Background: an optimization exercise with open tools, aiming at a short achievable clock period and few clock cycles. Do not read the settings as production practice.
Function was checked by simulation only, so behaviour that the tests miss may differ from the original.
Power figures rest on the tool's default switching activity, not on a simulated workload.

<file path="flow/design.v">
module nr_mcu(clk, enable, code_addr, code_din, emif_addr, emif_wr_n, emif_rd_n, emif_din, emif_dout);
   input            clk;
   input            enable;
   output [15:0]    code_addr;
   input [39:0]     code_din;
   output [31:0]    emif_addr;
   reg [31:0]       emif_addr;
   output           emif_wr_n;
   reg              emif_wr_n;
   output           emif_rd_n;
   reg              emif_rd_n;
   output [31:0]    emif_din;
   reg [31:0]       emif_din;
   input [31:0]     emif_dout;
   localparam K_READ = 0, K_WRITE = 1, K_IREAD = 2, K_IWRITE = 3, K_SET = 4,
              K_ADD = 5, K_AND = 6, K_OR = 7, K_XOR = 8, K_SHL = 9, K_SHR = 10,
              K_SHL4 = 11, K_SHR4 = 12, K_DELAY = 13;
   localparam NK = 14;
   integer i;
   reg [15:0]       pc_f;
   reg              d_v;
   reg [15:0]       d_pc1;
   reg              sk_v;
   reg [39:0]       sk_w;
   reg [15:0]       sk_pc1;
   reg              halted;
   reg [15:0]       bk1, bk2, bk3, bk4;
   reg              push_p, pop_p;
   reg [15:0]       push_v;
   reg              r_v;
   reg [NK-1:0]     r_k;
   reg [31:0]       r_dat;
   reg              r_datz;
   reg [31:0]       r_sel;           
   reg              r_started;       
   reg              e_v;
   reg [NK-1:0]     e_k;
   reg              e_alu;           
   reg              e_nr0;           
   reg              e_simp;          
   reg              e_acw;           
   reg              e_rds;           
   reg [31:0]       e_dat;
   reg              e_datz;
   reg [31:0]       e_sel;
   reg [31:0]       e_opnd;
   reg [31:0]       R0;
   reg              r0p;              
   reg [31:0]       regs [0:31];
   reg              b_rd, b_wr;
   reg [3:0]        bc;
   reg              f_idle;           
   reg              f_free;           
   reg              f_rdd;            
   reg [31:0]       dly;
   reg              dly0, dly1;       
   assign code_addr = pc_f;
   wire        dv   = d_v | sk_v;
   wire [39:0] dw   = sk_v ? sk_w : code_din;
   wire [15:0] dpc1 = sk_v ? sk_pc1 : d_pc1;
   wire [7:0]  op_d = dw[39:32];
   wire d_jmp  = (op_d == 8'h11);
   wire d_jeq  = (op_d == 8'h12);
   wire d_jne  = (op_d == 8'h13);
   wire d_call = (op_d == 8'h51);
   wire d_ret  = (op_d == 8'h52);
   wire d_jcc  = d_jeq | d_jne;
   wire [NK-1:0] d_k;
   assign d_k[K_READ]   = (op_d == 8'h01);
   assign d_k[K_WRITE]  = (op_d == 8'h02);
   assign d_k[K_IREAD]  = (op_d == 8'h21);
   assign d_k[K_IWRITE] = (op_d == 8'h22);
   assign d_k[K_SET]    = (op_d == 8'h23);
   assign d_k[K_ADD]    = (op_d == 8'h31);
   assign d_k[K_AND]    = (op_d == 8'h32);
   assign d_k[K_OR]     = (op_d == 8'h33);
   assign d_k[K_XOR]    = (op_d == 8'h34);
   assign d_k[K_SHL]    = (op_d == 8'h35);
   assign d_k[K_SHR]    = (op_d == 8'h36);
   assign d_k[K_SHL4]   = (op_d == 8'h37);
   assign d_k[K_SHR4]   = (op_d == 8'h38);
   assign d_k[K_DELAY]  = (op_d == 8'h41);
   wire d_data = |d_k;
   wire d_ctl  = d_jmp | d_jcc | d_call | d_ret;
   wire r_alu   = r_k[K_ADD] | r_k[K_AND] | r_k[K_OR] | r_k[K_XOR] |
                  r_k[K_SHL] | r_k[K_SHR] | r_k[K_SHL4] | r_k[K_SHR4];
   wire r_acc   = r_k[K_READ] | r_k[K_WRITE];
   wire r_wr0   = r_k[K_READ] | r_k[K_IREAD] | r_k[K_SET] | r_alu;
   wire e_start = e_acw & f_free & dly1 & ~(e_k[K_WRITE] & r0p);
   wire e_dlygo = e_k[K_DELAY] & f_idle & dly0;
   wire e_go    = e_start | e_rds | e_dlygo | (e_simp & ~(e_nr0 & r0p));
   wire e_free  = ~e_v | e_go;
   wire r_free  = ~r_v | e_free;
   wire e_kill  = e_k[K_SET] | e_k[K_IREAD];
   wire e_rdfin = e_rds | (e_start & e_k[K_READ]);
   wire e_wait  = e_acw | e_k[K_DELAY];
   wire r_start = r_k[K_READ] & ~r_started & f_free & dly1 & ~e_wait;
   wire r_wait  = (r_acc & ~r_started) | r_k[K_DELAY];
   wire d_start_ok = f_free & dly1 & ~r_wait & ~e_wait & ~halted;
   wire [31:0] a_x = R0 ^ e_opnd;
   wire [31:0] a_o = R0 | e_opnd;
   wire addz    = ~a_x[0] & (a_x[31:1] == a_o[30:0]);    
   wire opz     = (e_opnd == 32'd0);
   wire R0z     = (R0 == 32'd0);
   wire e_any0  = e_k[K_SET] | e_k[K_IREAD] | e_alu | e_k[K_READ];
   wire zres    = r_wr0 ? r_k[K_SET] :
                  e_any0 ? (e_k[K_SET] | e_k[K_IREAD] | (e_k[K_ADD] & ~r0p)) :
                  ~r0p;
   wire use_add = ~r_wr0 & e_k[K_ADD];
   wire z_fast  = r_wr0 ? r_datz :
                  e_k[K_SET] ? e_datz :
                  e_k[K_IREAD] ? opz : R0z;
   wire zval    = use_add ? addz : z_fast;
   wire d_halt  = dv & ~d_data & ~d_ctl;
   wire halt_c  = halted | d_halt;
   wire d_stall = dv & ((d_data & ~r_free) | (d_jcc & ~zres));
   wire d_tor   = dv & d_data & r_free;       
   wire d_start = d_tor & d_k[K_READ] & d_start_ok;
   wire t_unc   = dv & (d_jmp | d_call | d_ret);
   wire t_ok    = dv & zres;
   wire take1   = ~halt_c & (t_unc | (t_ok & d_jeq));   
   wire take0   = ~halt_c & (t_unc | (t_ok & d_jne));   
   wire [15:0] pc_f1  = pc_f + 16'd1;
   wire [15:0] tgt    = d_ret ? bk1 : dw[15:0];
   wire [15:0] pc_o   = (halt_c | d_stall) ? pc_f : pc_f1;
   wire [15:0] pc_n1  = take1 ? tgt : pc_o;
   wire [15:0] pc_n0  = take0 ? tgt : pc_o;
   wire        dv_o   = ~halt_c & ~d_stall;
   wire        dv_n1  = dv_o & ~take1;
   wire        dv_n0  = dv_o & ~take0;
   always @(posedge clk) begin
      d_pc1 <= pc_f1;
      if (~enable) begin
         pc_f <= 16'd0;
         d_v <= 1'b0;
         sk_v <= 1'b0;
         halted <= 1'b0;
      end else begin
         pc_f <= zval ? pc_n1 : pc_n0;
         d_v <= zval ? dv_n1 : dv_n0;
         sk_v <= ~halt_c & d_stall;
         halted <= halt_c;
      end
      if (~sk_v) begin
         sk_w <= code_din;
         sk_pc1 <= d_pc1;
      end
   end
   always @(posedge clk) begin
      push_p <= enable & ~halted & dv & d_call;
      pop_p  <= enable & ~halted & dv & d_ret;
      push_v <= dpc1;
      if (push_p) begin
         bk1 <= push_v;
         bk2 <= bk1;
         bk3 <= bk2;
         bk4 <= bk3;
      end else if (pop_p) begin
         bk1 <= bk2;
         bk2 <= bk3;
         bk3 <= bk4;
      end
   end
   wire d_go_r = d_tor & ~halted;
   always @(posedge clk) begin
      if (~enable) begin
         r_v <= 1'b0;
         r_k <= {NK{1'b0}};
         r_started <= 1'b0;
      end else if (r_free) begin
         r_v <= d_go_r;
         r_k <= d_go_r ? d_k : {NK{1'b0}};
         r_started <= d_start;
      end else if (r_start)
         r_started <= 1'b1;
      if (r_free) begin
         r_dat <= dw[31:0];
         r_datz <= (dw[31:0] == 32'd0);
         for (i = 0; i < 32; i = i + 1)
            r_sel[i] <= (dw[4:0] == i);
      end
   end
   reg [31:0] r_rd;
   always @(*) begin
      r_rd = 32'd0;
      for (i = 0; i < 32; i = i + 1)
         r_rd = r_rd | ({32{r_sel[i]}} & regs[i]);
   end
   reg         wb_v;
   reg [4:0]   wb_idx;
   reg [31:0]  wb_sel;
   reg [31:0]  wb_dat;
   wire r_fwd  = e_k[K_IWRITE] & (e_dat[4:0] == r_dat[4:0]);
   wire r_fwdw = wb_v & (wb_idx == r_dat[4:0]);
   wire [31:0] r_opnd = r_fwd ? R0 : r_fwdw ? wb_dat : r_rd;
   wire r_st = r_started | r_start;
   always @(posedge clk) begin
      if (~enable) begin
         e_v <= 1'b0;
         e_k <= {NK{1'b0}};
         e_alu <= 1'b0;
         e_nr0 <= 1'b0;
         e_simp <= 1'b0;
         e_acw <= 1'b0;
         e_rds <= 1'b0;
      end else if (e_free) begin
         e_v <= r_v;
         e_k <= r_k;
         e_alu <= r_alu;
         e_nr0 <= r_alu | r_k[K_WRITE] | r_k[K_IWRITE];
         e_simp <= r_v & ~r_acc & ~r_k[K_DELAY];
         e_acw <= r_acc & ~(r_k[K_READ] & r_st);
         e_rds <= r_k[K_READ] & r_st;
      end
      if (e_free) begin
         e_dat <= r_dat;
         e_datz <= r_datz;
         e_sel <= r_sel;
         e_opnd <= r_opnd;
      end
   end
   wire e_w = e_kill | (e_alu & ~r0p);
   reg [31:0] e_res, e_oth;
   always @(*) begin
      e_oth = ({32{e_k[K_SET]}}   & e_dat) |
              ({32{e_k[K_IREAD]}} & e_opnd) |
              ({32{e_k[K_AND]}}   & (R0 & e_opnd)) |
              ({32{e_k[K_OR]}}    & (R0 | e_opnd)) |
              ({32{e_k[K_XOR]}}   & (R0 ^ e_opnd)) |
              ({32{e_k[K_SHL]}}   & {R0[30:0], 1'b0}) |
              ({32{e_k[K_SHR]}}   & {1'b0, R0[31:1]}) |
              ({32{e_k[K_SHL4]}}  & {R0[27:0], 4'b0000}) |
              ({32{e_k[K_SHR4]}}  & {4'b0000, R0[31:4]});
      e_res = e_k[K_ADD] ? (R0 + e_opnd) : e_oth;
   end
   always @(posedge clk) begin
      if (~enable)
         r0p <= 1'b0;
      else if (e_rdfin)
         r0p <= 1'b1;
      else if (f_rdd | e_kill)
         r0p <= 1'b0;
      if (e_w)
         R0 <= e_res;
      else if (r0p & f_rdd)
         R0 <= emif_dout;
   end
   always @(posedge clk) begin
      wb_v <= e_k[K_IWRITE] & ~r0p;
      wb_idx <= e_dat[4:0];
      wb_sel <= e_sel;
      wb_dat <= R0;
      for (i = 0; i < 32; i = i + 1)
         if (wb_v & wb_sel[i])
            regs[i] <= wb_dat;
   end
   always @(posedge clk) begin
      if (~enable) begin
         dly <= 32'd0;
         dly0 <= 1'b1;
         dly1 <= 1'b1;
      end else if (e_dlygo) begin
         dly <= e_dat;
         dly0 <= e_datz;
         dly1 <= (e_dat[31:1] == 31'd0);
      end else if (~dly0) begin
         dly <= dly - 32'd1;
         dly0 <= dly1;
         dly1 <= (dly[31:2] == 30'd0) & ~(dly[1] & dly[0]);    
      end
   end
   wire b_start = e_start | r_start | d_start;
   always @(posedge clk) begin
      if (~enable) begin
         b_rd <= 1'b0;
         b_wr <= 1'b0;
         emif_rd_n <= 1'b1;
         emif_wr_n <= 1'b1;
         f_idle <= 1'b1;
         f_free <= 1'b1;
         f_rdd <= 1'b0;
      end else if (b_start) begin
         b_rd <= ~(e_start & e_k[K_WRITE]);
         b_wr <= e_start & e_k[K_WRITE];
         bc <= 4'd0;
         emif_rd_n <= 1'b1;
         emif_wr_n <= 1'b1;
         f_idle <= 1'b0;
         f_free <= 1'b0;
         f_rdd <= 1'b0;
      end else if (b_rd) begin
         bc <= bc + 4'd1;
         emif_rd_n <= ~(bc <= 4'd7);
         emif_wr_n <= 1'b1;
         if (bc == 4'd9)
            b_rd <= 1'b0;
         f_idle <= (bc == 4'd9);
         f_free <= (bc >= 4'd8);
         f_rdd <= (bc == 4'd7);
      end else if (b_wr) begin
         bc <= bc + 4'd1;
         emif_wr_n <= ~(bc == 4'd3);
         emif_rd_n <= 1'b1;
         if (bc == 4'd5)
            b_wr <= 1'b0;
         f_idle <= (bc == 4'd5);
         f_free <= (bc >= 4'd4);
         f_rdd <= 1'b0;
      end else begin
         emif_rd_n <= 1'b1;
         emif_wr_n <= 1'b1;
         f_idle <= 1'b1;
         f_free <= 1'b1;
         f_rdd <= 1'b0;
      end
   end
   reg [31:0]  a_h, w_h;
   wire        w_start = e_start & e_k[K_WRITE];
   wire [31:0] a_n = b_start ? (e_start ? e_dat : r_start ? r_dat : dw[31:0]) : a_h;
   wire [31:0] w_n = w_start ? R0 : w_h;
   always @(posedge clk) begin
      a_h <= a_n;
      w_h <= w_n;
      emif_addr <= enable ? a_n : 32'd0;
      emif_din <= enable ? w_n : 32'd0;
   end
endmodule
</file>
<file path="flow/config.mk">
export PLATFORM = sky130hd
export DESIGN_NAME = nr_mcu
export DESIGN_NICKNAME = nr_mcu
export VERILOG_FILES = /design/flow/design.v
export SDC_FILE = /design/flow/constraint.sdc
export NUM_CORES = 4
export LEC_CHECK = 0
export ABC_CLOCK_PERIOD_IN_PS = 1500
export CAP_MARGIN = 20
export CORE_MARGIN = 2
export CORE_UTILIZATION = 35
export SETUP_SLACK_MARGIN = 4.4
export SLEW_MARGIN = 20
</file>
<file path="flow/run.sh">
#!/bin/bash
# synth_recipe.tcl (not shown) runs the flow's synth.tcl, then flattens the netlist and writes it again
# the make line also repeats each setting of config.mk as NAME=value (left out here)
make -C /OpenROAD-flow-scripts/flow DESIGN_CONFIG=/design/flow/config.mk WORK_HOME=/design/flow/orfs CLKGATE_MAP_FILE= SYNTH_SCRIPT=/design/flow/synth_recipe.tcl finish
</file>
<file path="flow/constraint.sdc">
create_clock -name core_clock -period 7.0 [get_ports {clk}]
set_input_delay 1.4000 -clock core_clock [delete_from_list [all_inputs] [get_ports {clk}]]
set_output_delay 1.4000 -clock core_clock [all_outputs]
set_load 0.01 [all_outputs]
</file>
==> results of run 1 <==
## synthesized netlist by cell type, drive strengths merged (9+ instances only)
master	count
mux2	134
buf	48
clkbuf	232
nand3	107
a21o	11
nor2	208
ha	70
o31a	12
o31ai	11
o221ai	9
and2	106
nand2b	14
a221oi	106
dfxtp	353
nor3	44
inv	119
o21a	9
a21oi	163
mux2i	37
o21ai	183
nand2	230
a22o	87
o211ai	9
a211oi	22
xor2	52
xnor2	19
a31oi	24
a22oi	428
nor4	90
nand4	100
edfxtp	1302
or2	9
a311oi	10
or3	20
a222oi	14
and3	19
## through the flow
step / util, % / area, um2
2_1_floorplan: - / 64900
3_3_place_gp: 37.7 / 69100
3_5_place_dp: 37.8 / 69100
4_1_cts: 42.5 / 77800
5_1_grt: 43.2 / 79100
6_report: 43.2 / 79100
## cell type report
class,instances,area share [%]
Clock buffer,223,5.83
Sequential cell,1655,58.5
Clock inverter,74,0.825
Tap cell,2464,3.90
Antenna cell,3,0.00949
Multi-Input combinational cell,2459,24.5
Timing Repair Buffer,472,5.82
Inverter,120,0.610
## cell usage in the layout (no fill, tap or decap), types with 39 or more instances in the layout
master           count
edfxtp_1          1302
a22oi_1            419
dfxtp_1            263
buf_4              229
nand2_1            226
nor2_1             198
clkbuf_16          175
o21ai_0            148
a21oi_1            145
buf_6              112
inv_1              102
mux2_2             100
nand4_1             99
nand3_1             98
a221oi_1            97
a22o_1              86
dfxtp_2             74
clkdlybuf4s50_1     64
and2_4              57
and2_1              44
nor4_1              39
clkbuf_1            39
## logic make-up after synthesis
kind of cell | synth area share (%)
XOR/XNOR | 0.965
adder cells (fa/ha/maj) | 1.39
flip-flops | 71.6
multiplexers | 3.10
AO/OA/AOI/OAI | 12.7
buffers and inverters | 2.45
AND/OR/NAND/NOR | 7.76
## path summary, 6_finish.rpt
| kind | start | endpoint | depth (start not counted) |
|---|---|---|---|
| hold reg to reg | e_sel[4] | wb_sel[4] | 0 |
| hold / removal | e_sel[4] | wb_sel[4] | 0 |
| setup / recovery | e_opnd[0] | pc_f[4] | 13 |
| setup reg to reg | e_opnd[0] | pc_f[4] | 13 |
## what timing repair did
action	in CTS	in global routing
endpoints found under the hold margin	0	0
endpoints found under the setup margin	461	322
gates resized for setup	840	228
setup buffers	170	44
pin swaps	124	117
hold buffers	0	0
cloned	11	1
## power by group
part           internal (mW)  switching (mW)  leakage, nW
logic                  0.658           0.816         9.41
clock network           4.92            3.83         2.59
registers               10.6           0.134         15.1
total                   16.2            4.78         27.1
## layer usage
metal | global-route usage [%] | share of wire (%) | wire length [um]
met5 | 0 | 0.0085 | 19
met4 | 7.57 | 3.5 | 7830
met3 | 4.88 | 12 | 26000
met2 | 34.9 | 45 | 100000
met1 | 33.0 | 40 | 90500
## flip-flops by register name, indices dropped and copies added, names as in the netlist, 32 cells and up
register	count
wb_sel	32
r_sel	32
a_h	32
w_h	32
emif_addr	32
r_dat	32
regs	1024
emif_din	32
e_sel	32
e_dat	32
R0	32
sk_w	40
e_opnd	32
wb_dat	32
dly	32
==> key figures, run 1 <==
Setup path
  • Worst EP arrival: 3980 ps
  • CP Buf/Inv Count: 4
  • Worst path most repeated cell: buf_6
  • Reg2Reg Setup Slack: 3690 ps
  • Critical-path cell list: buf_6, inv_1, ha_4, nor2b_4, buf_4, o2111ai_1, nor3_4, a31oi_2, a21oi_2, a2111oi_4, buf_6, or2_4, o311a_1
  • Crit. End Element: flop
  • Crit-path leading delay family: compound AO/OA/AOI/OAI gates
  • CP max stage cell: edfxtp_1
  • Crit-path max FO: 8
  • Setup CP Type: flop to flop
  • Startpoint types: flop
  • Worst EP required: 7660 ps
  • Worst path max stage delay: 550 ps

Floorplan
  • Floorplan row count: 157
  • Die X-Extent: 433 um
  • Die Ht: 433 um
  • # IOs: 156
  • Core area: 183000 um2
  • Initial core utilization: 35.2%
  • Die ar.: 188000 um2

GRT
  • Vias in the first global route: 42300
  • Largest net degree at the start of global routing: 101
  • GRT Util Overall: 23.1%
  • First-pass GRT wire length: 312000 um
  • Initial antenna violation count: 7
  • Total gr overflow: 0

Placement
  • Cells after DPL: 6943
  • I/O Buffers: 155
  • DP Worst Slack: 2130 ps
  • Routability cong.: 0.924
  • Dpl hpwl: 119000 um

Detailed routing
  • Vias/cell: 5.99
  • Via count: 44700
  • Starting DRC count in detailed routing: 7505
  • Wire length per cell: 30.1 um
  • Drt pass-1 iters: 10
  • DRT antenna net count: 0
  • DRC: 0
  • WL final: 225000 um

Logic synthesis
  • Asr flop ratio synth: 0%
  • Seq/Total Area, Yosys: 71.6%
  • Synth Warn #: 2
  • Gate Count Post-Synth: 4505
  • Post-Synthesis Net Count: 4650
  • Library cells used by synthesis: 94
  • Post-synth EDFFs: 1302
  • FF+latch count, synth: 1655
  • Post-synth top area share: 60.6%
  • Area contributors post-synth: edfxtp_1 61%, dfxtp_1 11%, a22oi_1 5.0%, mux2_2 1.8%, a221oi_1 1.4%
  • Dominant cell type by area after synthesis: edfxtp_1
  • Synth Area per Inst: 14.3 um2
  • Most used DFF post-synth: edfxtp_1
  • Synth Cell Area: 64500 um2

Timing
  • Slew HR: 22.0%
  • Slew at the pin with the worst max-slew slack: 1170 ps
  • Tcrit/Tclk final: 47.3%
  • Clock period minus worst slack: 3310 ps
  • Fmax: 0.302 GHz
  • Final setup TNS: 0 ps
  • Hold Fails Final Rpt: 0
  • Final setup vio count: 0
  • Min setup slack post-route: 3690 ps
  • RSZ-0062 raised after global routing: yes
  • Max-slew violations: 0
  • Clk_skew: 50.2 ps
  • Hold slack final: 308 ps

Clock tree
  • Clock transition at the registers of the reported paths: 60 ps
  • Clock sinks: 1655
  • TritonCTS clock tree: built
  • Num CTS Buffers: 162
  • Later-pin clock latency in the skew report: 810 ps
  • Clock root buffer: clkbuf_16
  • CTS H-tree depth: 4
  • Clk buf depth: 3

Finish
  • Area growth syn-to-layout: 22.7%
  • Register Area: 46300 um2
  • Final std cells w/o fill: 7470
  • Fill count: 16400
  • Layout cell share with drive strength beyond 1: 25.1%
  • Area of the multi-input gates: 19400 um2
  • # nets final: 5015

Status
  • Status: timing/DRC/antenna clean

Min path
  • Hold WC Path Type: flop to flop

Pwr
  • Total power: 21.0 mW
  • Maximum VDD drop: 0.000283 V
  • Leak pwr: 27.1 nW
  • P per Cell Area: 265 nW/um2

Job
  • Max cap viols: 0
Testbench counts, summed over its fixed seeds: cycles 59,949.
==> run 2: changes to the inputs <==
==> flow/config.mk (replaced) <==
export PLATFORM = sky130hd
export DESIGN_NAME = nr_mcu
export DESIGN_NICKNAME = nr_mcu
export VERILOG_FILES = /design/flow/design.v
export SDC_FILE = /design/flow/constraint.sdc
export NUM_CORES = 4
export LEC_CHECK = 0
export ABC_CLOCK_PERIOD_IN_PS = 1200
export CAP_MARGIN = 20
export CORE_MARGIN = 2
export CORE_UTILIZATION = 35
export SETUP_SLACK_MARGIN = 4.8
export SLEW_MARGIN = 20
==> key figures, run 2 <==
Logic synthesis
  • Synth Area per Inst: 14.3 um2
  • FF+latch count, synth: 1655
  • Synth Warn #: 2
  • Post-Synthesis Net Count: 4650
  • Post-synth top area share: 60.6%
  • Most used DFF post-synth: edfxtp_1
  • Dominant cell type by area after synthesis: edfxtp_1
  • Gate Count Post-Synth: 4505
  • Post-synth EDFFs: 1302
  • Seq/Total Area, Yosys: 71.6%
  • Area contributors post-synth: edfxtp_1 61%, dfxtp_1 11%, a22oi_1 5.0%, mux2_2 1.8%, a221oi_1 1.4%
  • Count leader, synth: edfxtp_1
  • Asr flop ratio synth: 0%
  • Top post-synthesis cells by count: 1302 x edfxtp_1, 427 x a22oi_1, 353 x dfxtp_1, 232 x clkbuf_1, 230 x nand2_1
  • Synth Cell Area: 64500 um2
  • Library cells used by synthesis: 94

Setup path
  • Critical-path cell list: buf_4, nor4_4, nand4_1, o211ai_1, o2111ai_4, a21oi_2, a2111oi_4, buf_6, or2_4, o311a_1
  • Worst EP required: 7690 ps
  • Crit-path max FO: 8
  • Crit-path leading delay family: compound AO/OA/AOI/OAI gates
  • CP Buf/Inv Count: 2
  • Worst EP arrival: 3890 ps
  • Startpoint types: flop
  • Crit path depth: 10
  • Worst path max stage delay: 480 ps
  • Setup CP Type: flop to flop
  • Reg2reg path depth: 10
  • Reg2Reg Setup Slack: 3810 ps
  • CP max stage cell: edfxtp_1
  • Crit. End Element: flop

Timing
  • RSZ-0062 raised after global routing: yes
  • Clk_skew: 56.7 ps
  • Max-slew violations: 0
  • Slew at the pin with the worst max-slew slack: 1170 ps
  • Slew HR: 21.8%
  • Final setup vio count: 0
  • Clock period minus worst slack: 3190 ps
  • Fmax: 0.313 GHz
  • Tcrit/Tclk final: 45.6%
  • Hold slack final: 309 ps
  • Final setup TNS: 0 ps
  • Hold Fails Final Rpt: 0

Finish
  • Max FFs per register: 1024
  • Area growth syn-to-layout: 28.6%
  • Final std cells w/o fill: 7664
  • Antenna cells: 0
  • # nets final: 5208
  • Commonest non-fill, non-tap cell in the layout: edfxtp_1
  • Largest Register: regs
  • Biggest regs: regs: 1024 flops, sk_w: 40 flops
  • Layout cell share with drive strength beyond 1: 30.9%
  • Commonest non-fill, non-tap cells in the layout: 1302 x edfxtp_1, 390 x a22oi_1, 307 x buf_4, 258 x dfxtp_1, 218 x nand2_1

Floorplan
  • Floorplan row count: 157
  • Die Ht: 433 um
  • Die ar.: 188000 um2
  • # IOs: 156
  • Initial core utilization: 35.2%
  • Core area: 183000 um2
  • Die X-Extent: 433 um

Clock tree
  • Hold-fix buffers, CTS: 0
  • Num CTS Buffers: 165
  • CTS H-tree depth: 4
  • Clock root buffer: clkbuf_16
  • Later-pin clock latency in the skew report: 830 ps
  • Clk buf depth: 3
  • Clock sinks: 1655
  • Clock transition at the registers of the reported paths: 60 ps
  • TritonCTS clock tree: built

GRT
  • Largest net degree at the start of global routing: 72
  • GRT Util Overall: 24.2%
  • First-pass GRT wire length: 324000 um
  • Vias in the first global route: 42900
  • Total gr overflow: 0
  • Initial antenna violation count: 1

Detailed routing
  • Via count: 45800
  • Vias/cell: 5.98
  • DRC: 0
  • Starting DRC count in detailed routing: 8079
  • Wire length per cell: 30.9 um
  • Drt pass-1 iters: 7
  • DRT antenna net count: 0
  • WL final: 237000 um

Placement
  • Cells after DPL: 6942
  • Routability cong.: 0.903
  • Dpl hpwl: 120000 um
  • I/O Buffers: 155

Pwr
  • Leak pwr: 28.8 nW
  • Maximum VDD drop: 0.000248 V
  • P per Cell Area: 256 nW/um2

Job
  • Max cap viols: 0

Min path
  • Hold WC Path Type: flop to flop
  • WHS Path Cells: 0

Status
  • Status: timing/DRC/antenna clean
-- run 2: changes by cell type in the layout (fill, tap and decap cells not counted), moves of 21 or more --
cell / change
buf_4: +78
o21ai_0: -51
buf_6: +44
a221oi_1: -43
a221oi_2: +40
buf_12: +35
o21ai_1: +34
a22oi_1: -29
a22oi_2: +29
nand3_1: -22
buf_16: +21
-- run 2: report_power, final --
group          switching (mW)  internal [mW]  leakage [nW]
Combinational           0.861          0.741          11.1
Sequential              0.141           10.6          15.1
Clock                    3.95           4.88          2.61
-- run 2: worst paths after layout --
| check | from | end |
|---|---|---|
| setup / recovery | e_opnd[7] | pc_f[3] |
| hold / removal | e_sel[17] | wb_sel[17] |
| setup reg to reg | e_opnd[7] | pc_f[3] |
| hold reg to reg | e_sel[17] | wb_sel[17] |
-- run 2: area by class of cell --
type / count / area (um2)
Fill cell: 16000 / 100000
Sequential cell: 1655 / 46300
Multi-Input combinational cell: 2461 / 20400
Timing Repair Buffer: 659 / 7220
Clock buffer: 217 / 4500
Tap cell: 2464 / 3080
Clock inverter: 87 / 868
Inverter: 120 / 507
Timing Repair inverter: 1 / 8.76
-- run 2: cell families (layout without fill, tap and decap cells) --
kind of cell    count (synthesis)  count (layout)  share of synthesized area (%)
xor+xnor                       71              71                          0.965
buf+inv                       400            1084                           2.45
flops                        1655            1655                           71.6
compound gates               1152            1156                           12.7
fa+ha+maj                      71              71                           1.39
mux                           171             171                           3.10
simple gates                  985             992                           7.76
-- run 2: repair_timing --
| action | in CTS | in global routing |
|---|---|---|
| resized for setup | 1118 | 327 |
| buffers inserted | 266 | 116 |
| pin swaps | 209 | 194 |
| endpoints found under the setup margin | 594 | 398 |
| gates cloned | 30 | 6 |
-- run 2: metal layers --
metal,part of all wire (%),global-route usage (%),wire [um],up-vias
li1,-,-,-,18800
met1,39,34.2,92000,23300
met2,44,36.5,105000,3189
met3,13,5.85,30800,493
met4,3.7,7.94,8780,0
met5,0,0,0,-
-- run 2: metrics by stage --
step / total power [mW] / util, % / area (um2) / setup slack (ps)
after global placement: 12.0 / 37.8 / 69300 / 2210
final: 21.2 / 45.3 / 82900 / 3810
after floorplan: 11.6 / - / 65100 / 3520
after global routing: 21.7 / 45.3 / 82900 / 3750
after detailed placement: 12.0 / 37.9 / 69300 / 2140
after CTS: 21.0 / 43.9 / 80500 / 3920
==> run 3: changes to the inputs <==
--- a/flow/design.v
+++ b/flow/design.v
@@ -280,6 +280,7 @@
          f_free <= 1'b1;
          f_rdd <= 1'b0;
       end else if (b_start) begin
+         emif_addr <= e_start ? e_dat : r_start ? r_dat : dw[31:0];
          b_rd <= ~(e_start & e_k[K_WRITE]);
          b_wr <= e_start & e_k[K_WRITE];
          bc <= 4'd0;
@@ -291,7 +292,6 @@
       end else if (b_rd) begin
          bc <= bc + 4'd1;
          emif_rd_n <= ~(bc <= 4'd7);
-         emif_wr_n <= 1'b1;
          if (bc == 4'd9)
             b_rd <= 1'b0;
          f_idle <= (bc == 4'd9);
@@ -300,28 +300,23 @@
       end else if (b_wr) begin
          bc <= bc + 4'd1;
          emif_wr_n <= ~(bc == 4'd3);
-         emif_rd_n <= 1'b1;
          if (bc == 4'd5)
             b_wr <= 1'b0;
          f_idle <= (bc == 4'd5);
          f_free <= (bc >= 4'd4);
          f_rdd <= 1'b0;
       end else begin
-         emif_rd_n <= 1'b1;
-         emif_wr_n <= 1'b1;
          f_idle <= 1'b1;
          f_free <= 1'b1;
          f_rdd <= 1'b0;
       end
    end
-   reg [31:0]  a_h, w_h;
+   reg [31:0]  w_h;
    wire        w_start = e_start & e_k[K_WRITE];
-   wire [31:0] a_n = b_start ? (e_start ? e_dat : r_start ? r_dat : dw[31:0]) : a_h;
    wire [31:0] w_n = w_start ? R0 : w_h;
+   wire        wwin_n = enable & (w_start | (b_wr & (bc != 4'd5) & ~b_start));
    always @(posedge clk) begin
-      a_h <= a_n;
       w_h <= w_n;
-      emif_addr <= enable ? a_n : 32'd0;
-      emif_din <= enable ? w_n : 32'd0;
+      emif_din <= wwin_n ? w_n : 32'd0;
    end
 endmodule
==> flow/config.mk (replaced) <==
export PLATFORM = sky130hd
export DESIGN_NAME = nr_mcu
export DESIGN_NICKNAME = nr_mcu
export VERILOG_FILES = /design/flow/design.v
export SDC_FILE = /design/flow/constraint.sdc
export NUM_CORES = 4
export LEC_CHECK = 0
export ABC_CLOCK_PERIOD_IN_PS = 1500
export CAP_MARGIN = 20
export CORE_MARGIN = 2
export CORE_UTILIZATION = 35
export SETUP_SLACK_MARGIN = 4.4
export SLEW_MARGIN = 20
==> key figures, run 3 <==
GRT
  • Initial antenna violation count: 2
  • Vias in the first global route: 41400
  • Total gr overflow: 0
  • GRT Util Overall: 22.9%
  • GRT met1 Usage: 31.8%
  • GRT busiest layer: met2
  • Met3 Track Usage GR: 5.21%
  • M2 GR Usage: 35.2%
  • Largest net degree at the start of global routing: 82
  • First-pass GRT wire length: 305000 um

Logic synthesis
  • Asr flop ratio synth: 0%
  • Top post-synthesis cells by count: 1334 x edfxtp_1, 422 x a22oi_1, 289 x dfxtp_1, 248 x nand2_1, 231 x clkbuf_1
  • Post-Synth Adder-Cell Area: 1.42%
  • Count leader, synth: edfxtp_1
  • Largest family of logic cells by synthesized area: compound AO/OA/AOI/OAI gates
  • Synth Cell Area: 63200 um2
  • Post-synthesis simple-gate area fraction: 7.09%
  • Post-synth top area share: 63.3%
  • Compound-Gate Fraction of Synth Area: 12.7%
  • Synth Area per Inst: 14.5 um2
  • Dominant cell type by area after synthesis: edfxtp_1
  • FF+latch count, synth: 1623
  • Post-synth EDFFs: 1334
  • Area contributors post-synth: edfxtp_1 63%, dfxtp_1 9.1%, a22oi_1 5.0%, mux2_2 1.9%, nand2_1 1.5%
  • Xor-xnor portion of the synthesized cell area: 1.23%
  • Most used DFF post-synth: edfxtp_1
  • Library cells used by synthesis: 94
  • Post-Synthesis Net Count: 4499
  • Mux contribution to synthesized area: 2.70%
  • Seq/Total Area, Yosys: 72.5%
  • Synth Warn #: 2
  • Gate Count Post-Synth: 4354

Finish
  • Register Area: 46000 um2
  • Largest Register: regs
  • Layout cell share with drive strength beyond 1: 23.0%
  • Design Area, Final: 77000 um2
  • Area growth syn-to-layout: 21.8%
  • Area of the multi-input gates: 17800 um2
  • Core Util, Final: 42.7%
  • Biggest regs: regs: 1024 flops, sk_w: 40 flops
  • Commonest non-fill, non-tap cells in the layout: 1334 x edfxtp_1, 420 x a22oi_1, 244 x buf_4, 242 x nand2_1, 231 x dfxtp_1
  • Fill count: 16100
  • Max FFs per register: 1024
  • Commonest non-fill, non-tap cell in the layout: edfxtp_1
  • # nets final: 4891

Placement
  • Routability cong.: 0.901
  • I/O Buffers: 155
  • Dpl hpwl: 114000 um
  • Post-place instance area: 67800 um2

Timing
  • RSZ-0062 raised after global routing: yes
  • Slew at the pin with the worst max-slew slack: 1200 ps
  • Hold slack final: 327 ps
  • Clock period minus worst slack: 3200 ps
  • Clk_skew: 48.6 ps
  • Fmax: 0.313 GHz
  • Hold Fails Final Rpt: 0
  • Tcrit/Tclk final: 45.6%
  • Final setup TNS: 0 ps
  • Final setup vio count: 0
  • Max-slew violations: 0
  • Slew HR: 19.9%

Pwr
  • Total power: 20.4 mW
  • Leak pwr: 25.9 nW
  • Maximum VDD drop: 0.000273 V
  • P per Cell Area: 264 nW/um2

Floorplan
  • Die ar.: 184000 um2
  • # IOs: 156
  • Core area: 180000 um2
  • Die X-Extent: 429 um
  • Die Ht: 429 um
  • Initial core utilization: 35.1%
  • Floorplan row count: 156

Setup path
  • CP max stage cell: o311ai_4
  • Crit-path max FO: 8
  • Worst EP arrival: 3840 ps
  • CP Buf/Inv Count: 1
  • Startpoint types: flop
  • CP startpoint: e_opnd[1]
  • Worst EP required: 7650 ps
  • Setup CP Type: flop to flop
  • Critical-path cell list: nor4_2, nand4_1, nor2_1, a21oi_2, o311ai_4, mux2i_4, buf_6, o211a_4, a221oi_2
  • Worst path max stage delay: 540 ps
  • Crit. End Element: flop
  • R2r startpoint: e_opnd[1]
  • Crit-path leading delay family: compound AO/OA/AOI/OAI gates
  • Reg2Reg Setup Slack: 3800 ps

Min path
  • Hold WC Path Type: flop to flop
  • Hold_sp: e_sel[13]

Clock tree
  • TritonCTS clock tree: built
  • Clock sinks: 1623
  • Later-pin clock latency in the skew report: 810 ps
  • CTS H-tree depth: 4
  • Hold-fix buffers, CTS: 0
  • Clk buf depth: 3
  • Clock transition at the registers of the reported paths: 60 ps
  • Num CTS Buffers: 162
  • Clock root buffer: clkbuf_16

Detailed routing
  • Starting DRC count in detailed routing: 6415
  • Via count: 43300
  • WL final: 219000 um
  • DRC: 0
  • Wire length per cell: 30.2 um
  • Vias/cell: 5.97
  • DRT antenna net count: 0
  • Drt pass-1 iters: 9

Status
  • Status: timing/DRC/antenna clean

Job
  • Max cap viols: 0
==> run 3: cell types whose count changed in the layout (fill, tap and decap cells not counted), sizes merged, moves of 13 or more <==
cell / before / now
mux2: 134 / 108
clkinv: 66 / 51
buf: 582 / 425
and2: 106 / 43
dfxtp: 353 / 289
or3: 20 / 7
nand2: 230 / 248
clkbuf: 221 / 238
nor2b: 7 / 47
xnor2: 19 / 40
edfxtp: 1302 / 1334
==> run 3: kinds of logic (layout without fill, tap and decap cells) <==
family | count (synthesis) | count (layout)
compound gates | 1128 | 1132
xor+xnor | 89 | 89
fa+ha+maj | 71 | 71
buf+inv | 381 | 901
flops | 1623 | 1623
mux | 157 | 157
other cells | 0 | 1
simple gates | 905 | 910
==> run 3: worst paths after layout <==
path | to | depth (start not counted)
setup / recovery | pc_f[11] | 9
hold / removal | wb_sel[13] | 0
setup reg to reg | pc_f[11] | 9
hold reg to reg | wb_sel[13] | 0
==> run 3: per-layer routing <==
| layer | up-vias | share of wire [%] |
|---|---|---|
| li1 | 17900 | - |
| met1 | 22100 | 40 |
| met3 | 477 | 11 |
| met2 | 2808 | 45 |
| met5 | - | 0.016 |
| met4 | 4 | 3.7 |
==> run 3: repair_timing <==
action / CTS / global route
endpoints found under the setup margin: 486 / 294
cloned: 13 / 1
buffers inserted: 183 / 56
pin swaps: 90 / 72
resized for setup: 665 / 221
==> run 3: power by group <==
part	total, mW	internal (mW)	leakage [nW]	switching, mW
Combinational	1.22	0.524	8.75	0.695
Clock	8.58	4.78	2.56	3.80
Sequential	10.6	10.4	14.6	0.131
Total	20.4	15.7	25.9	4.63
==> run 3: area by class of cell <==
class / instances / share of cell area [%]
Timing Repair Buffer: 493 / 5.99
Tap cell: 2370 / 3.85
Clock buffer: 235 / 5.98
Sequential cell: 1623 / 59.7
Antenna cell: 1 / 0.00325
Multi-Input combinational cell: 2359 / 23.1
Clock inverter: 66 / 0.855
Inverter: 107 / 0.551
==> run 3: metrics by stage <==
| stage | instances | setup slack, ps |
|---|---|---|
| final | 7254 | 3800 |
| after global routing | 7253 | 3800 |
| after CTS | 7196 | 3900 |
| after detailed placement | 6699 | 2170 |
| after global placement | 6699 | 2160 |
| after floorplan | 4354 | 3430 |
Testbench counts of run 3, summed over its fixed seeds: cycles 59,949.
==> run 4: changes to the inputs <==
--- a/flow/design.v
+++ b/flow/design.v
@@ -280,7 +280,6 @@
          f_free <= 1'b1;
          f_rdd <= 1'b0;
       end else if (b_start) begin
-         emif_addr <= e_start ? e_dat : r_start ? r_dat : dw[31:0];
          b_rd <= ~(e_start & e_k[K_WRITE]);
          b_wr <= e_start & e_k[K_WRITE];
          bc <= 4'd0;
@@ -319,4 +318,11 @@
       w_h <= w_n;
       emif_din <= wwin_n ? w_n : 32'd0;
    end
+   reg [31:0]  a_h;
+   wire [31:0] a_n = ~b_start ? a_h : e_start ? e_dat : r_start ? r_dat : dw[31:0];
+   wire        awin_n = enable & (b_start | (b_rd & (bc != 4'd9)) | (b_wr & (bc != 4'd5)));
+   always @(posedge clk) begin
+      a_h <= a_n;
+      emif_addr <= awin_n ? a_n : 32'd0;
+   end
 endmodule
==> key figures, run 4 <==
Clock tree
  • TritonCTS clock tree: built
  • Clock sinks: 1655
  • Clk buf depth: 3
  • Later-pin clock latency in the skew report: 840 ps
  • Clock root buffer: clkbuf_16
  • Num CTS Buffers: 165
  • Clock transition at the registers of the reported paths: 60 ps
  • CTS H-tree depth: 4
  • Hold-fix buffers, CTS: 0

Setup path
  • Reg2Reg Setup Slack: 4010 ps
  • Worst EP required: 7700 ps
  • CP Buf/Inv Count: 3
  • Crit. End Element: flop
  • R2r startpoint: sk_v
  • Startpoint types: input port
  • CP max stage cell: nor4_4
  • Critical-path cell list: buf_6, nor3b_4, or2_1, o2111a_1, nor4_4, buf_4, buf_6, o22ai_4, nor3_2, xnor2_1, a221oi_1
  • Crit path depth: 11
  • R2r endpoint: pc_f[4]
  • Crit-path leading delay family: simple AND/OR/NAND/NOR gates
  • Reg2reg path depth: 11
  • Worst EP arrival: 3780 ps
  • Setup CP Type: input port to flop
  • Worst path most repeated cell: buf_6
  • Crit-path max FO: 5
  • Worst path max stage delay: 470 ps

Logic synthesis
  • Asr flop ratio synth: 0%
  • Synth Warn #: 2
  • Synth Cell Area: 63900 um2
  • Count leader, synth: edfxtp_1
  • Post-synth top area share: 61.2%
  • Area contributors post-synth: edfxtp_1 61%, dfxtp_1 11%, a22oi_1 4.9%, nand2_1 1.7%, o21ai_0 1.7%
  • Synth Area per Inst: 14.2 um2
  • Gate Count Post-Synth: 4508
  • Seq/Total Area, Yosys: 72.2%
  • Dominant cell type by area after synthesis: edfxtp_1
  • Post-Synthesis Net Count: 4653
  • Library cells used by synthesis: 86
  • Post-synth EDFFs: 1302
  • Most used DFF post-synth: edfxtp_1
  • Top post-synthesis cells by count: 1302 x edfxtp_1, 420 x a22oi_1, 353 x dfxtp_1, 290 x nand2_1, 214 x clkbuf_1
  • FF+latch count, synth: 1655

Pwr
  • Leak pwr: 26.4 nW
  • P per Cell Area: 264 nW/um2
  • Comb power frac: 6.7%
  • Psw: 4.82 mW
  • Switching Share: 23.1%
  • Flop pwr share: 51.5%
  • Internal power consumption: 16.1 mW
  • Clock power frac: 41.8%
  • Maximum VDD drop: 0.000217 V

Timing
  • Final setup TNS: 0 ps
  • Hold Fails Final Rpt: 0
  • Slew at the pin with the worst max-slew slack: 1260 ps
  • Tcrit/Tclk final: 44.0%
  • Final setup vio count: 0
  • Clk_skew: 95.3 ps
  • RSZ-0062 raised after global routing: yes
  • Max-slew violations: 0
  • Hold slack final: 305 ps
  • Slew HR: 15.0%
  • Clock period minus worst slack: 3080 ps
  • Fmax: 0.324 GHz

Detailed routing
  • Vias/cell: 5.99
  • Starting DRC count in detailed routing: 6808
  • WL final: 228000 um
  • Wire length per cell: 30.8 um
  • DRC: 0
  • Drt pass-1 iters: 6
  • DRT antenna net count: 0
  • Via count: 44300

Status
  • Status: timing/DRC/antenna clean

Finish
  • # nets final: 5039
  • Commonest non-fill, non-tap cell in the layout: edfxtp_1
  • Biggest regs: regs: 1024 flops, sk_w: 40 flops
  • Commonest non-fill, non-tap cells in the layout: 1302 x edfxtp_1, 419 x a22oi_1, 281 x nand2_1, 253 x dfxtp_1, 231 x buf_4
  • Layout cell share with drive strength beyond 1: 24.7%
  • Max FFs per register: 1024
  • Area growth syn-to-layout: 23.6%
  • Largest Register: regs
  • Fill count: 16100

Min path
  • WHS Path Cells: 0
  • Worst Hold Path EP: wb_sel[22]
  • Hold WC Path Type: flop to flop
  • Hold_sp: e_sel[22]

GRT
  • First-pass GRT wire length: 315000 um
  • Initial antenna violation count: 8
  • Vias in the first global route: 42400
  • Largest net degree at the start of global routing: 71
  • Total gr overflow: 0
  • GRT Util Overall: 23.5%

Floorplan
  • Floorplan row count: 156
  • Die ar.: 186000 um2
  • Die Ht: 431 um
  • Initial core utilization: 35.3%
  • Die X-Extent: 431 um
  • # IOs: 156
  • Core area: 181000 um2

Placement
  • I/O Buffers: 155
  • Routability cong.: 0.922
  • Dpl hpwl: 122000 um

Job
  • Max cap viols: 0
run 4: cell types whose count changed in the layout (fill, tap and decap cells not counted), moves of 29 or more:
cell | previous run | this run
nand2_1 | 242 | 281
mux2_2 | 106 | 70
a21oi_1 | 155 | 120
edfxtp_1 | 1334 | 1302
and3_1 | 7 | 38
nor2_4 | 5 | 35
nor2_1 | 188 | 159
run 4: final cells by class:
cell class | instances | area (um2) | area share, %
Sequential cell | 1655 | 46400 | 58.7
Timing Repair Buffer | 479 | 4800 | 6.07
Tap cell | 2370 | 2970 | 3.75
Antenna cell | 5 | 12.5 | 0.0158
Multi-Input combinational cell | 2483 | 19100 | 24.1
Clock inverter | 71 | 707 | 0.895
Inverter | 110 | 455 | 0.576
Clock buffer | 233 | 4620 | 5.85
run 4: logic make-up (layout without fill, tap and decap cells):
kind of cell / Yosys count / after routing / share of synthesized area [%]
DFF: 1655 / 1655 / 72.2
AOI/OAI and AO/OA: 1192 / 1194 / 13.1
and+or+nand+nor: 1033 / 1035 / 8.10
buffers and inverters: 374 / 893 / 2.27
muxes: 97 / 97 / 1.66
xor gates and xnor gates: 86 / 86 / 1.18
adders and majority gates: 71 / 71 / 1.40
other: 0 / 5 / 0
run 4: routing by layer:
| metal | GRT usage (%) | part of all wire (%) |
|---|---|---|
| met3 | 5.16 | 11 |
| met4 | 8.57 | 3.9 |
| met2 | 36.1 | 45 |
| met1 | 32.8 | 40 |
| met5 | 0 | 0.020 |
run 4: repair_timing:
action,4_1_cts,5_1_grt
gates resized for setup,868,329
setup endpoints to repair,515,306
buffers inserted,152,52
pin swaps,82,113
gates cloned,8,11
run 4: power by group through the flow:
stage	clock [mW]	combinational (mW)	sequential (mW)
after global placement	0	0.929	11.0
after CTS	8.79	1.20	10.7
after global routing	9.19	1.47	10.8
final	8.73	1.40	10.8
after detailed placement	0	0.933	11.0
after floorplan	0	0.575	10.9
run 4: worst max-delay path by stage:
stage / startpoint / endpoint / slack, ps
detailed placement: code_din[33] / pc_f[11] / 2230
global route: code_din[32] / pc_f[4] / 3930
global placement: code_din[33] / pc_f[11] / 2340
CTS: code_din[32] / pc_f[3] / 4130
floorplan: code_din[39] / bc[0] / 3530
finish: code_din[32] / pc_f[4] / 3920
run 4: metrics by stage:
| step | std cells | setup slack [ps] | cell area, um2 | util (%) | power [mW] |
|---|---|---|---|---|---|
| floorplan | 4508 | 3530 | 64100 | - | 11.5 |
| global placement | 6873 | 2340 | 68400 | 37.8 | 11.9 |
| detailed placement | 6873 | 2230 | 68500 | 37.8 | 11.9 |
| CTS | 7337 | 4130 | 76800 | 42.4 | 20.7 |
| global route | 7402 | 3930 | 79000 | 43.6 | 21.4 |
| finish | 7406 | 3920 | 79000 | 43.6 | 20.9 |
Testbench counts of run 4, summed over its fixed seeds: cycles 59,949.
==> run 5: changes to the inputs <==
--- a/flow/design.v
+++ b/flow/design.v
@@ -52,7 +52,7 @@
    reg              f_idle;           
    reg              f_free;           
    reg              f_rdd;            
-   reg [31:0]       dly;
+   reg [32:0]       dly;
    reg              dly0, dly1;       
    assign code_addr = pc_f;
    wire        dv   = d_v | sk_v;
@@ -87,7 +87,7 @@
    wire r_acc   = r_k[K_READ] | r_k[K_WRITE];
    wire r_wr0   = r_k[K_READ] | r_k[K_IREAD] | r_k[K_SET] | r_alu;
    wire e_start = e_acw & f_free & dly1 & ~(e_k[K_WRITE] & r0p);
-   wire e_dlygo = e_k[K_DELAY] & f_idle & dly0;
+   wire e_dlygo = e_k[K_DELAY] & dly0;
    wire e_go    = e_start | e_rds | e_dlygo | (e_simp & ~(e_nr0 & r0p));
    wire e_free  = ~e_v | e_go;
    wire r_free  = ~r_v | e_free;
@@ -254,19 +254,21 @@
          if (wb_v & wb_sel[i])
             regs[i] <= wb_dat;
    end
+   wire [3:0]  dly_rem = b_rd ? (4'd10 - bc) : b_wr ? (4'd6 - bc) : 4'd0;
+   wire [32:0] dly_ld  = {1'b0, e_dat} + {29'd0, dly_rem};
    always @(posedge clk) begin
       if (~enable) begin
-         dly <= 32'd0;
+         dly <= 33'd0;
          dly0 <= 1'b1;
          dly1 <= 1'b1;
       end else if (e_dlygo) begin
-         dly <= e_dat;
-         dly0 <= e_datz;
-         dly1 <= (e_dat[31:1] == 31'd0);
+         dly <= dly_ld;
+         dly0 <= e_datz & (dly_rem == 4'd0);
+         dly1 <= (dly_rem == 4'd0) ? (e_dat[31:1] == 31'd0) : ((dly_rem == 4'd1) & e_datz);
       end else if (~dly0) begin
-         dly <= dly - 32'd1;
+         dly <= dly - 33'd1;
          dly0 <= dly1;
-         dly1 <= (dly[31:2] == 30'd0) & ~(dly[1] & dly[0]);    
+         dly1 <= (dly[32:2] == 31'd0) & ~(dly[1] & dly[0]);    
       end
    end
    wire b_start = e_start | r_start | d_start;
@@ -280,6 +282,9 @@
          f_free <= 1'b1;
          f_rdd <= 1'b0;
       end else if (b_start) begin
+         emif_addr <= e_start ? e_dat : r_start ? r_dat : dw[31:0];
+         if (e_start & e_k[K_WRITE])
+            emif_din <= R0;
          b_rd <= ~(e_start & e_k[K_WRITE]);
          b_wr <= e_start & e_k[K_WRITE];
          bc <= 4'd0;
@@ -310,19 +315,4 @@
          f_rdd <= 1'b0;
       end
    end
-   reg [31:0]  w_h;
-   wire        w_start = e_start & e_k[K_WRITE];
-   wire [31:0] w_n = w_start ? R0 : w_h;
-   wire        wwin_n = enable & (w_start | (b_wr & (bc != 4'd5) & ~b_start));
-   always @(posedge clk) begin
-      w_h <= w_n;
-      emif_din <= wwin_n ? w_n : 32'd0;
-   end
-   reg [31:0]  a_h;
-   wire [31:0] a_n = ~b_start ? a_h : e_start ? e_dat : r_start ? r_dat : dw[31:0];
-   wire        awin_n = enable & (b_start | (b_rd & (bc != 4'd9)) | (b_wr & (bc != 4'd5)));
-   always @(posedge clk) begin
-      a_h <= a_n;
-      emif_addr <= awin_n ? a_n : 32'd0;
-   end
 endmodule
==> key figures, run 5 <==
Finish
  • Fill count: 15700
  • # nets final: 4977
  • Design Area, Final: 77900 um2
  • Largest Register: regs
  • Commonest non-fill, non-tap cell in the layout: edfxtp_1
  • Layout cell share with drive strength beyond 1: 23.4%
  • Max FFs per register: 1024
  • Commonest non-fill, non-tap cells in the layout: 1366 x edfxtp_1, 428 x a22oi_1, 266 x buf_4, 262 x nand2_1
  • Area of the multi-input gates: 18500 um2
  • Biggest regs: regs: 1024 flops, sk_w: 40 flops, dly: 33 flops
  • Register Area: 45600 um2
  • Area growth syn-to-layout: 23.5%

Floorplan
  • Die Ht: 428 um
  • # IOs: 156
  • Die ar.: 183000 um2
  • Initial core utilization: 35.3%
  • Floorplan row count: 155
  • Die X-Extent: 428 um
  • Core area: 179000 um2

Detailed routing
  • Wire length per cell: 31.7 um
  • Vias/cell: 6.06
  • Drt pass-1 iters: 8
  • DRC: 0
  • Via count: 44300
  • Starting DRC count in detailed routing: 6711
  • DRT antenna net count: 0
  • WL final: 232000 um

Pwr
  • P per Cell Area: 260 nW/um2
  • Maximum VDD drop: 0.000196 V
  • Leak pwr: 26.2 nW
  • Total power: 20.3 mW

Timing
  • Tcrit/Tclk final: 43.8%
  • Final setup vio count: 0
  • RSZ-0062 raised after global routing: yes
  • Clk_skew: 42.4 ps
  • Slew HR: 17.9%
  • Final setup TNS: 0 ps
  • Max-slew violations: 0
  • Fmax: 0.327 GHz
  • Hold Fails Final Rpt: 0
  • Slew at the pin with the worst max-slew slack: 1230 ps
  • Clock period minus worst slack: 3060 ps

GRT
  • First-pass GRT wire length: 317000 um
  • Total gr overflow: 0
  • Vias in the first global route: 41600
  • Initial antenna violation count: 11
  • Largest net degree at the start of global routing: 77
  • GRT Util Overall: 24.0%

Logic synthesis
  • Synth Warn #: 2
  • Post-synth top area share: 65.1%
  • Synth Area per Inst: 14.4 um2
  • Post-Synthesis Net Count: 4529
  • Seq/Total Area, Yosys: 72.2%
  • Most used DFF post-synth: edfxtp_1
  • Dominant cell type by area after synthesis: edfxtp_1
  • Top post-synthesis cells by count: 1366 x edfxtp_1, 430 x a22oi_1, 269 x nand2_1, 225 x dfxtp_1, 214 x clkbuf_1
  • Library cells used by synthesis: 79
  • Asr flop ratio synth: 0%
  • Gate Count Post-Synth: 4379
  • Post-synth EDFFs: 1366
  • Count leader, synth: edfxtp_1
  • Synth Cell Area: 63000 um2
  • Area contributors post-synth: edfxtp_1 65%, dfxtp_1 7.1%, a22oi_1 5.1%, nand2_1 1.6%, o21ai_0 1.6%
  • FF+latch count, synth: 1591

Setup path
  • Startpoint types: flop
  • Worst EP required: 7750 ps
  • Crit-path max FO: 8
  • CP max stage cell: edfxtp_1
  • Worst EP arrival: 3820 ps
  • Setup CP Type: flop to flop
  • Crit. End Element: flop
  • Critical-path cell list: inv_1, ha_2, xor2_2, nand4_1, nor4_4, buf_4, a31oi_1, a21o_1, buf_6, o21ai_4, and3_4, a22o_1
  • Worst path max stage delay: 410 ps

Clock tree
  • Clock sinks: 1591
  • CTS H-tree depth: 4
  • Clock transition at the registers of the reported paths: 60 ps
  • Clk buf depth: 3
  • TritonCTS clock tree: built
  • Clock root buffer: clkbuf_16
  • Num CTS Buffers: 160
  • Later-pin clock latency in the skew report: 820 ps

Job
  • Max cap viols: 0

Min path
  • Hold WC Path Type: flop to flop

Placement
  • Dpl hpwl: 122000 um
  • Post-place instance area: 67800 um2
  • Routability cong.: 0.915
  • I/O Buffers: 155

Status
  • Status: timing/DRC/antenna clean
-- run 5: logic make-up after synthesis --
kind of cell             count (synthesis)  share of synthesized area (%)
AO/OA/AOI/OAI                         1154                           12.9
XOR/XNOR                               116                           1.61
adder cells (fa/ha/maj)                 76                           1.53
buffers and inverters                  365                           2.21
flip-flops                            1591                           72.2
multiplexers                           112                           1.92
AND/OR/NAND/NOR                        965                           7.61
-- run 5: area by class of cell --
cell class / count / area share (%)
repair buffers: 528 / 6.47
diodes: 3 / 0.00964
inverters: 114 / 0.599
well taps: 2355 / 3.78
repair inverters: 2 / 0.0177
clock buffers: 211 / 5.62
multi-input cells: 2430 / 23.8
clock inverters: 83 / 1.08
flip-flops and latches: 1591 / 58.6
-- run 5: path summary, 6_finish.rpt --
path	start	endpoint	slack, ps	cells after the start
worst min-delay path	e_sel[6]	wb_sel[6]	330	0
worst min register to register	e_sel[6]	wb_sel[6]	330	0
worst max register to register	e_opnd[30]	pc_f[13]	3940	12
worst max-delay path	e_opnd[30]	pc_f[13]	3940	12
-- run 5: per-layer routing --
metal,global-route usage (%),vias up,share of wire [%]
met2,38.4,3012,46
met5,0,-,0.010
met3,5.03,606,11
li1,-,18200,-
met1,31.3,22500,37
met4,11.1,4,5.5
-- run 5: metrics by stage --
stage	hold slack, ps	setup slack (ps)	util, %	cells
2_1_floorplan	323	3210	-	4379
6_report	327	3940	43.6	7317
4_1_cts	323	3950	42.7	7232
3_5_place_dp	327	1980	37.9	6739
5_1_grt	324	3900	43.6	7315
3_3_place_gp	324	2100	37.9	6736
-- run 5: what timing repair did --
| item | CTS | global route |
|---|---|---|
| hold buffers | 0 | 0 |
| pin swaps | 121 | 126 |
| resized for setup | 797 | 191 |
| setup endpoints to repair | 526 | 291 |
| gates cloned | 15 | 8 |
| setup buffers | 184 | 73 |
-- run 5: worst max-delay path: cells and delay by family (launching register included) --
family / cells / cell delay (ps)
and+or+nand+nor: 3 / 850
AOI/OAI and AO/OA: 4 / 750
buffers and inverters: 3 / 430
adders and majority gates: 1 / 340
DFF: 1 / 410
xor gates and xnor gates: 1 / 220
-- run 5: where the power goes --
group	switching (mW)	leakage (nW)	total (mW)	internal [mW]
combinational	0.740	9.31	1.30	0.562
sequential	0.114	14.3	10.4	10.3
clock	3.76	2.53	8.59	4.83
Testbench counts of run 5, summed over its fixed seeds: cycles 59,440.
==> run 6: changes to the inputs <==
==> flow/config.mk (replaced) <==
export PLATFORM = sky130hd
export DESIGN_NAME = nr_mcu
export DESIGN_NICKNAME = nr_mcu
export VERILOG_FILES = /design/flow/design.v
export SDC_FILE = /design/flow/constraint.sdc
export NUM_CORES = 4
export LEC_CHECK = 0
export ABC_CLOCK_PERIOD_IN_PS = 1200
export CAP_MARGIN = 20
export CORE_MARGIN = 2
export CORE_UTILIZATION = 40
export SETUP_SLACK_MARGIN = 4.4
export SLEW_MARGIN = 20
==> key figures, run 6 <==
Status
  • Status: timing/DRC/antenna clean

Timing
  • Clk_skew: 60.4 ps
  • Min setup slack post-route: 3930 ps
  • Hold slack final: 330 ps
  • Fmax: 0.326 GHz
  • Clock period minus worst slack: 3070 ps
  • Final setup TNS: 0 ps
  • Tcrit/Tclk final: 43.9%
  • Hold Fails Final Rpt: 0
  • RSZ-0062 raised after global routing: yes
  • Final setup vio count: 0
  • Max-slew violations: 0
  • Slew HR: 21.3%
  • Slew at the pin with the worst max-slew slack: 1180 ps

Floorplan
  • Floorplan row count: 145
  • Initial core utilization: 40.3%
  • Die ar.: 161000 um2
  • Die X-Extent: 401 um
  • # IOs: 156
  • Die Ht: 401 um
  • Core area: 156000 um2

Clock tree
  • CTS H-tree depth: 4
  • Clock transition at the registers of the reported paths: 60 ps
  • Num CTS Buffers: 158
  • Hold-fix buffers, CTS: 0
  • Clock sinks: 1591
  • Clock root buffer: clkbuf_16
  • Clk buf depth: 3
  • TritonCTS clock tree: built
  • Later-pin clock latency in the skew report: 840 ps

Setup path
  • Crit. End Element: flop
  • Worst EP required: 7690 ps
  • Crit-path max FO: 7
  • Startpoint types: flop
  • Setup CP Type: flop to flop
  • Worst EP arrival: 3760 ps

Placement
  • Cells after DPL: 6452
  • Dpl hpwl: 120000 um
  • Post-place instance area: 67500 um2
  • DP Worst Slack: 2050 ps
  • I/O Buffers: 155
  • Routability cong.: 0.909

Pwr
  • Total power: 20.0 mW
  • P per Cell Area: 260 nW/um2
  • Leak pwr: 25.9 nW
  • Maximum VDD drop: 0.000191 V

Logic synthesis
  • Dominant cell type by area after synthesis: edfxtp_1
  • Gate Count Post-Synth: 4379
  • Synth Cell Area: 63000 um2
  • Post-synth top area share: 65.1%
  • FF+latch count, synth: 1591
  • Post-synth EDFFs: 1366
  • Area contributors post-synth: edfxtp_1 65%, dfxtp_1 7.1%, a22oi_1 5.1%, nand2_1 1.6%, o21ai_0 1.6%
  • Asr flop ratio synth: 0%
  • Count leader, synth: edfxtp_1
  • Seq/Total Area, Yosys: 72.2%
  • Top post-synthesis cells by count: 1366 x edfxtp_1, 430 x a22oi_1, 269 x nand2_1, 225 x dfxtp_1, 214 x clkbuf_1
  • Most used DFF post-synth: edfxtp_1
  • Library cells used by synthesis: 79
  • Post-Synthesis Net Count: 4529
  • Synth Warn #: 2
  • Synth Area per Inst: 14.4 um2

Detailed routing
  • Via count: 43800
  • DRT antenna net count: 0
  • Vias/cell: 6.27
  • WL final: 225000 um
  • Drt pass-1 iters: 9
  • Wire length per cell: 32.1 um
  • DRC: 0
  • Starting DRC count in detailed routing: 6793

Finish
  • Core Util, Final: 49.3%
  • Area growth syn-to-layout: 22.2%
  • Biggest regs: regs: 1024 flops, sk_w: 40 flops, dly: 33 flops
  • Largest Register: regs
  • Final std cells w/o fill: 6991
  • Register Area: 45600 um2
  • Commonest non-fill, non-tap cell in the layout: edfxtp_1
  • Commonest non-fill, non-tap cells in the layout: 1366 x edfxtp_1, 423 x a22oi_1, 263 x nand2_1, 251 x buf_4, 183 x dfxtp_1
  • Design Area, Final: 77000 um2
  • # nets final: 4944
  • Fill count: 13300
  • Area of the multi-input gates: 18600 um2
  • Max FFs per register: 1024
  • Layout cell share with drive strength beyond 1: 23.1%

GRT
  • Largest net degree at the start of global routing: 72
  • Initial antenna violation count: 9
  • First-pass GRT wire length: 313000 um
  • Total gr overflow: 0
  • GRT Util Overall: 27.0%
  • Vias in the first global route: 41600

Min path
  • Hold WC Path Type: flop to flop

Job
  • Max cap viols: 0
-- run 6: cell counts after synthesis --
Identical to the previous run, type by type.
-- run 6: cell type report --
| cell class | instances | area share [%] |
|---|---|---|
| Inverter | 114 | 0.575 |
| Timing Repair inverter | 1 | 0.00650 |
| Multi-Input combinational cell | 2428 | 24.1 |
| Clock inverter | 69 | 0.869 |
| Clock buffer | 224 | 5.69 |
| Timing Repair Buffer | 500 | 6.16 |
| Antenna cell | 6 | 0.0195 |
| Tap cell | 2058 | 3.34 |
| Sequential cell | 1591 | 59.2 |
-- run 6: worst paths after layout --
| path | startpoint | end | slack (ps) | cells after the start |
|---|---|---|---|---|
| worst max register to register | e_opnd[14] | pc_f[3] | 3930 | 12 |
| worst max-delay path | e_opnd[14] | pc_f[3] | 3930 | 12 |
| worst min register to register | e_sel[10] | wb_sel[10] | 330 | 0 |
| worst min-delay path | e_sel[10] | wb_sel[10] | 330 | 0 |
-- run 6: worst max-delay path: stages, from the launching register on --
cell and delay [ps]:
edfxtp_1 440, inv_2 70, ha_4 330, xor2_2 190, nand4_1 200, nor4_4 350
buf_4 200, a31oi_1 70, a21o_1 220, or2_4 260, o2bb2ai_4 190, buf_6 170
a22o_1 210
-- run 6: timing repair --
| item | CTS | global route |
|---|---|---|
| resized for setup | 766 | 218 |
| hold endpoints to repair | 0 | 0 |
| gates cloned | 12 | 4 |
| pin swaps | 95 | 117 |
| setup buffers | 182 | 42 |
| setup endpoints to repair | 479 | 414 |
-- run 6: routing by layer --
metal  share of wire (%)  wire (um)  global-route usage, %  up-vias
li1                    -          -                      -    18100
met1                  38      85500                   35.8    22300
met2                  47     105000                   43.1     2870
met3                  11      24300                   6.14      552
met4                 4.3       9730                   10.6        0
met5                   0          0                      0        -
-- run 6: cell families after synthesis --
group,count (synthesis),synth area share [%]
adder cells (fa/ha/maj),76,1.53
multiplexers,112,1.92
flip-flops,1591,72.2
XOR/XNOR,116,1.61
AND/OR/NAND/NOR,965,7.61
buffers and inverters,365,2.21
AO/OA/AOI/OAI,1154,12.9
-- run 6: report_power, final --
group | internal (mW) | switching (mW)
sequential | 10.3 | 0.109
clock | 4.61 | 3.75
combinational | 0.538 | 0.737
total | 15.4 | 4.60

port drivers added, routing unchanged:
The flow's constraints put no driver on any port. The routed layouts listed below were extracted and timed again, unchanged, in two steps.
Step 1: set_driving_cell puts a clkbuf_16 on clk and a buf_2 on each other input, an assumption about the parent block.
Step 2, shift: input delay + t, output delay - t, t = (earliest + latest rising clock arrival at the registers) / 2. This alone moves slack from input paths to output paths.
a / b / c = no drivers / after step 1 / after step 2; a / b = the first two.
| run | t, ns | setup slack, ns | worst setup path at the end | cell pins on the clock port's net |
|---|---|---|---|---|
| run 1 | 0.871 | 3.686 / 3.686 / 3.100 | input to register | 1 |
| run 2 | 0.891 | 3.807 / 3.807 / 3.052 | input to register | 1 |
| run 3 | 0.873 | 3.805 / 3.805 / 3.291 | input to register | 1 |
| run 4 | 0.877 | 3.917 / 3.964 / 3.087 | input to register | 1 |
| run 5 | 0.885 | 3.937 / 3.894 / 3.220 | input to register | 1 |
| run 6 | 0.887 | 3.930 / 3.930 / 3.176 | input to register | 1 |
After both steps every run listed still meets setup and hold. For run 4, which loses most, drivers alone change the setup slack by +0.047 ns; drivers and shift together by -0.830 ns.
